Source: an optimization exercise on an open RTL-to-GDS flow (aim: small area). Production flows keep margins and buffers that such runs may drop. In this exercise RTL edits were held to simulation tests only and were not proved equivalent to the original. No activity file was given, so power comes from the tool's default toggle rates. No driver is modelled on the clock port, so clocking that relies on it looks cheaper here than on a real chip.

## sort
module sort #(
	parameter DATA_W = 32
)(
	input i_clk,
	input i_rst_n,
	input  [DATA_W*8-1:0] i_input,
	output [DATA_W*8-1:0] o_output
);
For scale: roughly 510 I/O pins.
clock: 4.0 ns
lec_check: 0
cap_margin: 5
core_margin: 2
core_utilization: 60
slew_margin: 5
standard.sh (not shown) runs the stock make flow with config.mk's settings and CLKGATE_MAP_FILE= SYNTH_SCRIPT=/design/flow/synth_recipe.tcl, a recipe that flattens the netlist after the stock synthesis.
==> flow/flow/run.sh <==
#!/bin/bash
# Own layout flow: the standard ORFS flow (standard.sh) with three changes:
#  - synthesis maps the logic with an area-oriented ABC script (flow/area.abc);
#    everything else in the synthesis, registers included, is the standard flow's own
#    (synth_recipe.tcl),
#  - port buffers use the smallest buffer cell,
#  - clock tree synthesis clusters more sinks per leaf buffer and inserts no
#    dummy loads.
# Each tool's output is in orfs/logs/; make's output is in run_make.log.
set -euo pipefail
W=$(pwd)
cat > "$W/own_synth.tcl" <<EOT
# The standard flow's synthesis, with ABC's mapping script replaced
proc abc {args} {
  set i [lsearch -exact \$args -script]
  if {\$i >= 0} { lset args [expr {\$i + 1}] $W/flow/area.abc }
  yosys abc {*}\$args
}
source $W/synth_recipe.tcl
EOT
bash "$W/standard.sh" \
  "SYNTH_SCRIPT=$W/own_synth.tcl" \
  "BUFFER_PORTS_ARGS=-buffer_cell sky130_fd_sc_hd__buf_1" \
  "CTS_ARGS=-sink_clustering_enable -repair_clock_nets -dont_use_dummy_load -buf_list sky130_fd_sc_hd__clkbuf_16 -sink_clustering_size 30 -sink_clustering_max_diameter 80" \
  finish > "$W/run_make.log" 2>&1
==> flow/flow/area.abc <==
strash
dch -f
amap
topo
Edit:
==> flow/flow/area.abc (replaced) <==
strash
&get -n
&syn2
&put
dc2
dch -f
amap
topo
Settings changed: CAP_MARGIN 5 to 20, SLEW_MARGIN 5 to 20.
Now the flow finished with setup timing left.
Clock-buffer cell count stays the same.
Utilization came out higher by 13 points.
Setup slack gets worse by 0.81 ns.
Sequential power came out lower by about 3%.
Power came out higher by 10%.
Edit:
==> flow/flow/area.abc (replaced) <==
strash
dch -f
amap
topo
What happened:
- The new run completed without violations
- power drops by 9.3%
- final area goes down by 15%
- die area went up by 1.2%
- sequential cell count is unchanged
- routed wire length decreases by 8.3%
- register-to-register slack improved by 0.81 ns
- combinational power is lower by 22%
Edit:
Settings changed: CORE_UTILIZATION 60 to 40.
After rerunning:
- routed wire length is higher by 6.5%
- worst setup slack is worse by 0.072 ns
- critical path depth is higher by 1
- final area is higher by 2.1%
- area after synthesis is unchanged
- via count is lower by 0.97%
- die area is higher by 49%
- power is higher by 1.4%
- register-to-register slack is worse by 0.07 ns
- clock power is higher by 9.4%
- non-clock buffer count is higher by 12
Edit:
==> flow/flow/area.abc (replaced) <==
strash
dc2 -b -l
dch -f
dc2 -b -l
dch -f
amap
topo
Settings changed: CORE_UTILIZATION 40 to 60.
Effect:
- clock power is lower by a little under a tenth
- wire length went down by about a fifth
- worst hold slack gets worse by 0.12 ns
- clock skew went down by 0.058 ns
- non-clock buffer count goes down by 35

Starting RTL as in the previous note.
Settings: LEC_CHECK=0, CAP_MARGIN=20, CORE_MARGIN=2, CORE_UTILIZATION=65, SLEW_MARGIN=20; clock period 4.0 ns.
==> flow/flow/run.sh <==
#!/bin/bash
# Own layout flow: the standard ORFS flow (standard.sh) with three changes:
#  - synthesis maps the logic with an area-oriented ABC script (flow/area.abc);
#    everything else in the synthesis, registers included, is the standard flow's own
#    (synth_recipe.tcl),
#  - port buffers use the smallest buffer cell,
#  - clock tree synthesis clusters more sinks per leaf buffer and inserts no
#    dummy loads.
# Each tool's output is in orfs/logs/; make's output is in run_make.log.
set -euo pipefail
W=$(pwd)
cat > "$W/own_synth.tcl" <<EOT
# The standard flow's synthesis, with ABC's mapping script replaced
proc abc {args} {
  set i [lsearch -exact \$args -script]
  if {\$i >= 0} { lset args [expr {\$i + 1}] $W/flow/area.abc }
  yosys abc {*}\$args
}
source $W/synth_recipe.tcl
EOT
bash "$W/standard.sh" \
  "SYNTH_SCRIPT=$W/own_synth.tcl" \
  "BUFFER_PORTS_ARGS=-buffer_cell sky130_fd_sc_hd__buf_1" \
  "CTS_ARGS=-sink_clustering_enable -repair_clock_nets -dont_use_dummy_load -buf_list sky130_fd_sc_hd__clkbuf_16 -sink_clustering_size 32 -sink_clustering_max_diameter 100" \
  finish > "$W/run_make.log" 2>&1
==> flow/flow/area.abc <==
strash
dch -f
amap
topo
Next try:
--- a/flow/flow/run.sh
+++ b/flow/flow/run.sh
@@ -22,4 +22,4 @@
   "SYNTH_SCRIPT=$W/own_synth.tcl" \
   "BUFFER_PORTS_ARGS=-buffer_cell sky130_fd_sc_hd__buf_1" \
-  "CTS_ARGS=-sink_clustering_enable -repair_clock_nets -dont_use_dummy_load -buf_list sky130_fd_sc_hd__clkbuf_16 -sink_clustering_size 32 -sink_clustering_max_diameter 100" \
+  "CTS_ARGS=-sink_clustering_enable -repair_clock_nets -dont_use_dummy_load -buf_list sky130_fd_sc_hd__clkbuf_16 -sink_clustering_size 30 -sink_clustering_max_diameter 80" \
   finish > "$W/run_make.log" 2>&1
==> flow/flow/area.abc (replaced) <==
strash
&get -n
&syn2
&put
dc2
dch -f
amap
topo
- CORE_UTILIZATION: 65 -> 70
- PLACE_DENSITY: default -> 0.8
After rerunning: The new run ended with an error in global routing with GRT-0232. Synthesized area drops slightly. Synthesized cell count drops slightly.
Next try:
--- a/flow/flow/run.sh
+++ b/flow/flow/run.sh
@@ -22,4 +22,4 @@
   "SYNTH_SCRIPT=$W/own_synth.tcl" \
   "BUFFER_PORTS_ARGS=-buffer_cell sky130_fd_sc_hd__buf_1" \
-  "CTS_ARGS=-sink_clustering_enable -repair_clock_nets -dont_use_dummy_load -buf_list sky130_fd_sc_hd__clkbuf_16 -sink_clustering_size 30 -sink_clustering_max_diameter 80" \
+  "CTS_ARGS=-sink_clustering_enable -repair_clock_nets -dont_use_dummy_load -buf_list sky130_fd_sc_hd__clkbuf_16 -sink_clustering_size 32 -sink_clustering_max_diameter 100" \
   finish > "$W/run_make.log" 2>&1
==> flow/flow/area.abc (replaced) <==
strash
dc2 -b -l
dch -f
amap
topo
- CORE_UTILIZATION: 70 -> 65
- PLACE_DENSITY: 0.8 -> default
With this change the flow produced a clean layout; synthesized area is higher by 0.63%; synthesized cell count is lower by 1.5%.

sort again, from the RTL that the note above started with.
Settings: LEC_CHECK=0, CAP_MARGIN=20, CORE_MARGIN=2, CORE_UTILIZATION=60, GPL_TIMING_DRIVEN=0, SLEW_MARGIN=20; clock period 4.0 ns.
==> flow/flow/run.sh <==
#!/bin/bash
# Own layout flow: the standard ORFS flow (standard.sh) with three changes:
#  - synthesis maps the logic with an area-oriented ABC script (flow/area.abc);
#    everything else in the synthesis, registers included, is the standard flow's own
#    (synth_recipe.tcl),
#  - port buffers use the smallest buffer cell,
#  - clock tree synthesis clusters more sinks per leaf buffer and inserts no
#    dummy loads.
# Each tool's output is in orfs/logs/; make's output is in run_make.log.
set -euo pipefail
W=$(pwd)
cat > "$W/own_synth.tcl" <<EOT
# The standard flow's synthesis, with ABC's mapping script replaced
proc abc {args} {
  set i [lsearch -exact \$args -script]
  if {\$i >= 0} { lset args [expr {\$i + 1}] $W/flow/area.abc }
  yosys abc {*}\$args
}
source $W/synth_recipe.tcl
EOT
bash "$W/standard.sh" \
  "SYNTH_SCRIPT=$W/own_synth.tcl" \
  "BUFFER_PORTS_ARGS=-buffer_cell sky130_fd_sc_hd__buf_1" \
  "CTS_ARGS=-sink_clustering_enable -repair_clock_nets -dont_use_dummy_load -buf_list sky130_fd_sc_hd__clkbuf_16 -sink_clustering_size 30 -sink_clustering_max_diameter 80" \
  finish > "$W/run_make.log" 2>&1
==> flow/flow/area.abc <==
strash
dch -f
amap
topo
The first run ran to the end with no violations.
Rerun with:
==> flow/flow/area.abc (replaced) <==
strash
&get -n
&syn2
&put
dc2
dch -f
amap
topo
CAP_MARGIN = 5   (was 20)
GPL_TIMING_DRIVEN = unset   (was 0)
SLEW_MARGIN = 5   (was 20)
Now the flow finished with negative setup slack left.
Routed wire length increases by roughly a tenth.
Count of clock-buffer cells in the layout stays the same.
Total power grows by a little under a tenth.
Cell area increases by about a fifth.
Via count rises by a few percent.
Maximum frequency fell by a little under a tenth.
Setup slack gets worse by 0.38 ns.

## the baseline
The RTL this note starts from:
==> flow/design.v <==
module sort #(
	parameter DATA_W = 32
)(
	input i_clk,
	input i_rst_n,
	input  [DATA_W*8-1:0] i_input,
	output [DATA_W*8-1:0] o_output
);
	function gt32(input [31:0] a, input [31:0] b);
		reg [3:0] g, e;
		reg c;
		integer k, n;
		begin
			for (k = 0; k < 4; k = k + 1) begin
				c = 1'b0;
				for (n = 0; n < 8; n = n + 1)
					c = (a[8*k+n] & ~b[8*k+n]) | ((a[8*k+n] | ~b[8*k+n]) & c);
				g[k] = c;
				e[k] = &(a[8*k +: 8] | ~b[8*k +: 8]);
			end
			for (n = 2; n >= 1; n = n / 2)
				for (k = 0; k < n; k = k + 1) begin
					g[k] = g[2*k+1] | (e[2*k+1] & g[2*k]);
					e[k] = e[2*k+1] & e[2*k];
				end
			gt32 = g[0];
		end
	endfunction
	reg [6:1] vld;
	always @(posedge i_clk or negedge i_rst_n) begin
		if (~i_rst_n) vld <= 6'd0;
		else         vld <= {vld[5:1], 1'b1};
	end
	wire c1_0_gt = gt32(i_input[0 +: 32], i_input[32 +: 32]);   
	wire c1_1_gt = gt32(i_input[64 +: 32], i_input[96 +: 32]);   
	wire c1_2_gt = gt32(i_input[128 +: 32], i_input[160 +: 32]);   
	wire c1_3_gt = gt32(i_input[192 +: 32], i_input[224 +: 32]);   
	wire [31:0] y1_0 = ~((i_input[0 +: 32] | {32{c1_0_gt}}) & (i_input[32 +: 32] | {32{~c1_0_gt}}));
	wire [31:0] y1_1 = ~((i_input[32 +: 32] | {32{c1_0_gt}}) & (i_input[0 +: 32] | {32{~c1_0_gt}}));
	wire [31:0] y1_2 = ~((i_input[64 +: 32] | {32{c1_1_gt}}) & (i_input[96 +: 32] | {32{~c1_1_gt}}));
	wire [31:0] y1_3 = ~((i_input[96 +: 32] | {32{c1_1_gt}}) & (i_input[64 +: 32] | {32{~c1_1_gt}}));
	wire [31:0] y1_4 = ~((i_input[128 +: 32] | {32{c1_2_gt}}) & (i_input[160 +: 32] | {32{~c1_2_gt}}));
	wire [31:0] y1_5 = ~((i_input[160 +: 32] | {32{c1_2_gt}}) & (i_input[128 +: 32] | {32{~c1_2_gt}}));
	wire [31:0] y1_6 = ~((i_input[192 +: 32] | {32{c1_3_gt}}) & (i_input[224 +: 32] | {32{~c1_3_gt}}));
	wire [31:0] y1_7 = ~((i_input[224 +: 32] | {32{c1_3_gt}}) & (i_input[192 +: 32] | {32{~c1_3_gt}}));
	reg [31:0] r1 [0:7];
	always @(posedge i_clk) begin
		r1[0] <= y1_0;
		r1[1] <= y1_1;
		r1[2] <= y1_2;
		r1[3] <= y1_3;
		r1[4] <= y1_4;
		r1[5] <= y1_5;
		r1[6] <= y1_6;
		r1[7] <= y1_7;
	end
	wire c2_0_gt = gt32(~r1[0], ~r1[2]);   
	wire c2_1_gt = gt32(~r1[1], ~r1[3]);   
	wire c2_2_gt = gt32(~r1[4], ~r1[6]);   
	wire c2_3_gt = gt32(~r1[5], ~r1[7]);   
	wire [31:0] y2_0 = ~((r1[0] | {32{c2_0_gt}}) & (r1[2] | {32{~c2_0_gt}}));
	wire [31:0] y2_2 = ~((r1[2] | {32{c2_0_gt}}) & (r1[0] | {32{~c2_0_gt}}));
	wire [31:0] y2_1 = ~((r1[1] | {32{c2_1_gt}}) & (r1[3] | {32{~c2_1_gt}}));
	wire [31:0] y2_3 = ~((r1[3] | {32{c2_1_gt}}) & (r1[1] | {32{~c2_1_gt}}));
	wire [31:0] y2_4 = ~((r1[4] | {32{c2_2_gt}}) & (r1[6] | {32{~c2_2_gt}}));
	wire [31:0] y2_6 = ~((r1[6] | {32{c2_2_gt}}) & (r1[4] | {32{~c2_2_gt}}));
	wire [31:0] y2_5 = ~((r1[5] | {32{c2_3_gt}}) & (r1[7] | {32{~c2_3_gt}}));
	wire [31:0] y2_7 = ~((r1[7] | {32{c2_3_gt}}) & (r1[5] | {32{~c2_3_gt}}));
	reg [31:0] r2 [0:7];
	always @(posedge i_clk) begin
		r2[0] <= y2_0;
		r2[1] <= y2_1;
		r2[2] <= y2_2;
		r2[3] <= y2_3;
		r2[4] <= y2_4;
		r2[5] <= y2_5;
		r2[6] <= y2_6;
		r2[7] <= y2_7;
	end
	wire c3_0_gt = gt32(r2[1], r2[2]);   
	wire c3_1_gt = gt32(r2[5], r2[6]);   
	wire [31:0] y3_1 = ~((r2[1] | {32{c3_0_gt}}) & (r2[2] | {32{~c3_0_gt}}));
	wire [31:0] y3_2 = ~((r2[2] | {32{c3_0_gt}}) & (r2[1] | {32{~c3_0_gt}}));
	wire [31:0] y3_5 = ~((r2[5] | {32{c3_1_gt}}) & (r2[6] | {32{~c3_1_gt}}));
	wire [31:0] y3_6 = ~((r2[6] | {32{c3_1_gt}}) & (r2[5] | {32{~c3_1_gt}}));
	reg [31:0] r3 [0:7];
	always @(posedge i_clk) begin
		r3[0] <= r2[0];
		r3[1] <= y3_1;
		r3[2] <= y3_2;
		r3[3] <= r2[3];
		r3[4] <= r2[4];
		r3[5] <= y3_5;
		r3[6] <= y3_6;
		r3[7] <= r2[7];
	end
	wire c4_0_gt = gt32(r3[0], r3[4]);   
	wire c4_1_gt = gt32(~r3[1], ~r3[5]);   
	wire c4_2_gt = gt32(~r3[2], ~r3[6]);   
	wire c4_3_gt = gt32(r3[3], r3[7]);   
	wire [31:0] y4_0 = ~((r3[0] | {32{c4_0_gt}}) & (r3[4] | {32{~c4_0_gt}}));
	wire [31:0] y4_4 = ~((r3[4] | {32{c4_0_gt}}) & (r3[0] | {32{~c4_0_gt}}));
	wire [31:0] y4_1 = ~((r3[1] | {32{c4_1_gt}}) & (r3[5] | {32{~c4_1_gt}}));
	wire [31:0] y4_5 = ~((r3[5] | {32{c4_1_gt}}) & (r3[1] | {32{~c4_1_gt}}));
	wire [31:0] y4_2 = ~((r3[2] | {32{c4_2_gt}}) & (r3[6] | {32{~c4_2_gt}}));
	wire [31:0] y4_6 = ~((r3[6] | {32{c4_2_gt}}) & (r3[2] | {32{~c4_2_gt}}));
	wire [31:0] y4_3 = ~((r3[3] | {32{c4_3_gt}}) & (r3[7] | {32{~c4_3_gt}}));
	wire [31:0] y4_7 = ~((r3[7] | {32{c4_3_gt}}) & (r3[3] | {32{~c4_3_gt}}));
	reg [31:0] r4 [0:7];
	always @(posedge i_clk) begin
		r4[0] <= y4_0;
		r4[1] <= y4_1;
		r4[2] <= y4_2;
		r4[3] <= y4_3;
		r4[4] <= y4_4;
		r4[5] <= y4_5;
		r4[6] <= y4_6;
		r4[7] <= y4_7;
	end
	wire c5_0_gt = gt32(r4[2], ~r4[4]);   
	wire c5_1_gt = gt32(~r4[3], r4[5]);   
	wire [31:0] y5_2 = ~((r4[2] | {32{c5_0_gt}}) & ((~r4[4]) | {32{~c5_0_gt}}));
	wire [31:0] y5_4 = ~(((~r4[4]) | {32{c5_0_gt}}) & (r4[2] | {32{~c5_0_gt}}));
	wire [31:0] y5_3 = ~((r4[3] | {32{c5_1_gt}}) & ((~r4[5]) | {32{~c5_1_gt}}));
	wire [31:0] y5_5 = ~(((~r4[5]) | {32{c5_1_gt}}) & (r4[3] | {32{~c5_1_gt}}));
	reg [31:0] r5 [0:7];
	always @(posedge i_clk) begin
		r5[0] <= r4[0];
		r5[1] <= r4[1];
		r5[2] <= y5_2;
		r5[3] <= y5_3;
		r5[4] <= y5_4;
		r5[5] <= y5_5;
		r5[6] <= r4[6];
		r5[7] <= r4[7];
	end
	wire c6_0_gt = gt32(r5[1], ~r5[2]);   
	wire c6_1_gt = gt32(r5[3], ~r5[4]);   
	wire c6_2_gt = gt32(r5[5], r5[6]);   
	reg [31:0] r6 [0:7];
	always @(posedge i_clk) begin
		r6[0] <= r5[0];
		r6[1] <= r5[1];
		r6[2] <= r5[2];
		r6[3] <= r5[3];
		r6[4] <= r5[4];
		r6[5] <= r5[5];
		r6[6] <= r5[6];
		r6[7] <= r5[7];
	end
	reg [2:0] s6, ns6;
	always @(posedge i_clk or negedge i_rst_n) begin
		if (~i_rst_n) begin
			s6[0]  <= 1'b0;
			ns6[0] <= 1'b0;
			s6[1]  <= 1'b0;
			ns6[1] <= 1'b0;
			s6[2]  <= 1'b0;
			ns6[2] <= 1'b0;
		end else begin
			s6[0]  <= c6_0_gt & vld[5];
			ns6[0] <= ~c6_0_gt & vld[5];
			s6[1]  <= c6_1_gt & vld[5];
			ns6[1] <= ~c6_1_gt & vld[5];
			s6[2]  <= c6_2_gt & vld[5];
			ns6[2] <= ~c6_2_gt & vld[5];
		end
	end
	wire [31:0] y6_1 = ((~r6[2]) & {32{s6[0]}}) | (r6[1] & {32{ns6[0]}});
	wire [31:0] y6_2 = (r6[1] & {32{s6[0]}}) | ((~r6[2]) & {32{ns6[0]}});
	wire [31:0] y6_3 = ((~r6[4]) & {32{s6[1]}}) | (r6[3] & {32{ns6[1]}});
	wire [31:0] y6_4 = (r6[3] & {32{s6[1]}}) | ((~r6[4]) & {32{ns6[1]}});
	wire [31:0] y6_5 = (r6[6] & {32{s6[2]}}) | (r6[5] & {32{ns6[2]}});
	wire [31:0] y6_6 = (r6[5] & {32{s6[2]}}) | (r6[6] & {32{ns6[2]}});
	wire [31:0] y6_0 = ~(r6[0] | {32{~vld[6]}});
	wire [31:0] y6_7 = ~(r6[7] | {32{~vld[6]}});
	assign o_output[0 +: 32] = y6_0;
	assign o_output[32 +: 32] = y6_1;
	assign o_output[64 +: 32] = y6_2;
	assign o_output[96 +: 32] = y6_3;
	assign o_output[128 +: 32] = y6_4;
	assign o_output[160 +: 32] = y6_5;
	assign o_output[192 +: 32] = y6_6;
	assign o_output[224 +: 32] = y6_7;
endmodule
==> flow/config.mk <==
export PLATFORM = sky130hd
export DESIGN_NAME = sort
export DESIGN_NICKNAME = sort
export VERILOG_FILES = /design/flow/design.v
export SDC_FILE = /design/flow/constraint.sdc
export NUM_CORES = 4
export LEC_CHECK = 0
export CAP_MARGIN = 20
export CORE_MARGIN = 2
export CORE_UTILIZATION = 60
export SLEW_MARGIN = 20
==> flow/constraint.sdc <==
create_clock -name core_clock -period 4.0 [get_ports {i_clk}]
set_input_delay 0.8000 -clock core_clock [delete_from_list [all_inputs] [get_ports {i_clk}]]
set_output_delay 0.8000 -clock core_clock [all_outputs]
set_load 0.01 [all_outputs]
==> flow/flow/run.sh <==
#!/bin/bash
# Own layout flow: the standard ORFS flow (standard.sh) with three changes:
#  - synthesis maps the logic with an area-oriented ABC script (flow/area.abc);
#    everything else in the synthesis, registers included, is the standard flow's own
#    (synth_recipe.tcl),
#  - port buffers use the smallest buffer cell,
#  - clock tree synthesis clusters more sinks per leaf buffer and inserts no
#    dummy loads.
# Each tool's output is in orfs/logs/; make's output is in run_make.log.
set -euo pipefail
W=$(pwd)
cat > "$W/own_synth.tcl" <<EOT
# The standard flow's synthesis, with ABC's mapping script replaced
proc abc {args} {
  set i [lsearch -exact \$args -script]
  if {\$i >= 0} { lset args [expr {\$i + 1}] $W/flow/area.abc }
  yosys abc {*}\$args
}
source $W/synth_recipe.tcl
EOT
bash "$W/standard.sh" \
  "SYNTH_SCRIPT=$W/own_synth.tcl" \
  "BUFFER_PORTS_ARGS=-buffer_cell sky130_fd_sc_hd__buf_1" \
  "CTS_ARGS=-sink_clustering_enable -repair_clock_nets -dont_use_dummy_load -buf_list sky130_fd_sc_hd__clkbuf_8 -sink_clustering_size 19 -sink_clustering_max_diameter 150" \
  finish > "$W/run_make.log" 2>&1
==> flow/flow/area.abc <==
strash
dc2 -b -l
dch -f
dc2 -b -l
dch -f
amap
topo
#### Input delta (the candidate over the baseline)
--- a/flow/flow/run.sh
+++ b/flow/flow/run.sh
@@ -23,3 +23,3 @@
   "BUFFER_PORTS_ARGS=-buffer_cell sky130_fd_sc_hd__buf_1" \
-  "CTS_ARGS=-sink_clustering_enable -repair_clock_nets -dont_use_dummy_load -buf_list sky130_fd_sc_hd__clkbuf_8 -sink_clustering_size 19 -sink_clustering_max_diameter 150" \
+  "CTS_ARGS=-sink_clustering_enable -repair_clock_nets -dont_use_dummy_load -buf_list sky130_fd_sc_hd__clkbuf_16 -sink_clustering_size 30 -sink_clustering_max_diameter 80" \
   finish > "$W/run_make.log" 2>&1
==> flow/flow/area.abc <==
strash
dc2 -b -l
dc2 -b -l
dc2 -b -l
dch -f
amap
topo
==> comparison <==
- The candidate vs. the baseline: switching power total increased by about 3% relative to the old numbers; count of H-tree levels built during CTS decreased by 1 relative to the old numbers; maximum frequency decreased by 14 MHz relative to the old numbers; cell count decreased by 55 relative to the old numbers; power increased by 1.4 mW relative to the old numbers.
- Compared with the baseline, the candidate shows number of filler instances in the final layout that has gone down by a few percent.
- Taking the baseline as the reference point, the number of detailed-routing iterations run before antenna repair of the candidate rises by 1.
- To summarise the candidate: no stage aborted, but the layout did not pass its checks, failing on negative setup slack.
- The run showing the greater ratio of final minimum period to clock period is the candidate.
- Final wirelength for the candidate: 4.1% up relative to the baseline
- Any difference in overall die height between the candidate and the baseline is small enough to ignore.

[afterwards: timing with drivers on the ports]
Ports are ideal in the flow. The routed layouts listed here were re-timed in OpenROAD.
Step 1 assumes that a clkbuf_16 drives the clock port and a buf_2 every other input.
Step 2 also shifts input and output timing later by t, the mid clock arrival at the registers, as if the neighbouring blocks saw the same clock.
Three values: no drivers, after step 1, after step 2; two values: the first two.
| run | shift t [ns] | setup WS [ns] | latest minus earliest clock arrival (ns) |
|---|---|---|---|
| the first run of note 1 | 0.744 | 0.459 / 0.459 / -0.153 | 0.052 / 0.052 |
| the second run of note 1 | 0.742 | -0.350 / -0.350 / -0.936 | 0.039 / 0.038 |
| the third run of note 1 | 0.744 | 0.464 / 0.464 / -0.158 | 0.052 / 0.053 |
| the fourth run of note 1 | 0.735 | 0.392 / 0.392 / -0.175 | 0.108 / 0.109 |
| the fifth run of note 1 | 0.731 | 0.655 / 0.655 / 0.346 | 0.036 / 0.036 |
| the first run of note 2 | 0.718 | 0.477 / 0.437 / 0.164 | 0.059 / 0.060 |
| the third run of note 2 | 0.704 | 0.537 / 0.537 / 0.255 | 0.050 / 0.050 |
| the first run of note 3 | 0.732 | 0.053 / 0.053 / -0.571 | 0.027 / 0.027 |
| the second run of note 3 | 0.743 | -0.331 / -0.331 / -0.952 | 0.040 / 0.040 |
| the baseline | 0.782 | 0.181 / 0.181 / -0.286 | 0.061 / 0.061 |
| the candidate | 0.726 | -0.034 / -0.034 / -0.034 | 0.040 / 0.040 |
Met with ideal ports but missed after step 2: setup timing in 5 of these runs. The setup slack of the first run of note 3, which loses most, moves by 0.000 ns with the drivers and by -0.624 ns with both steps.
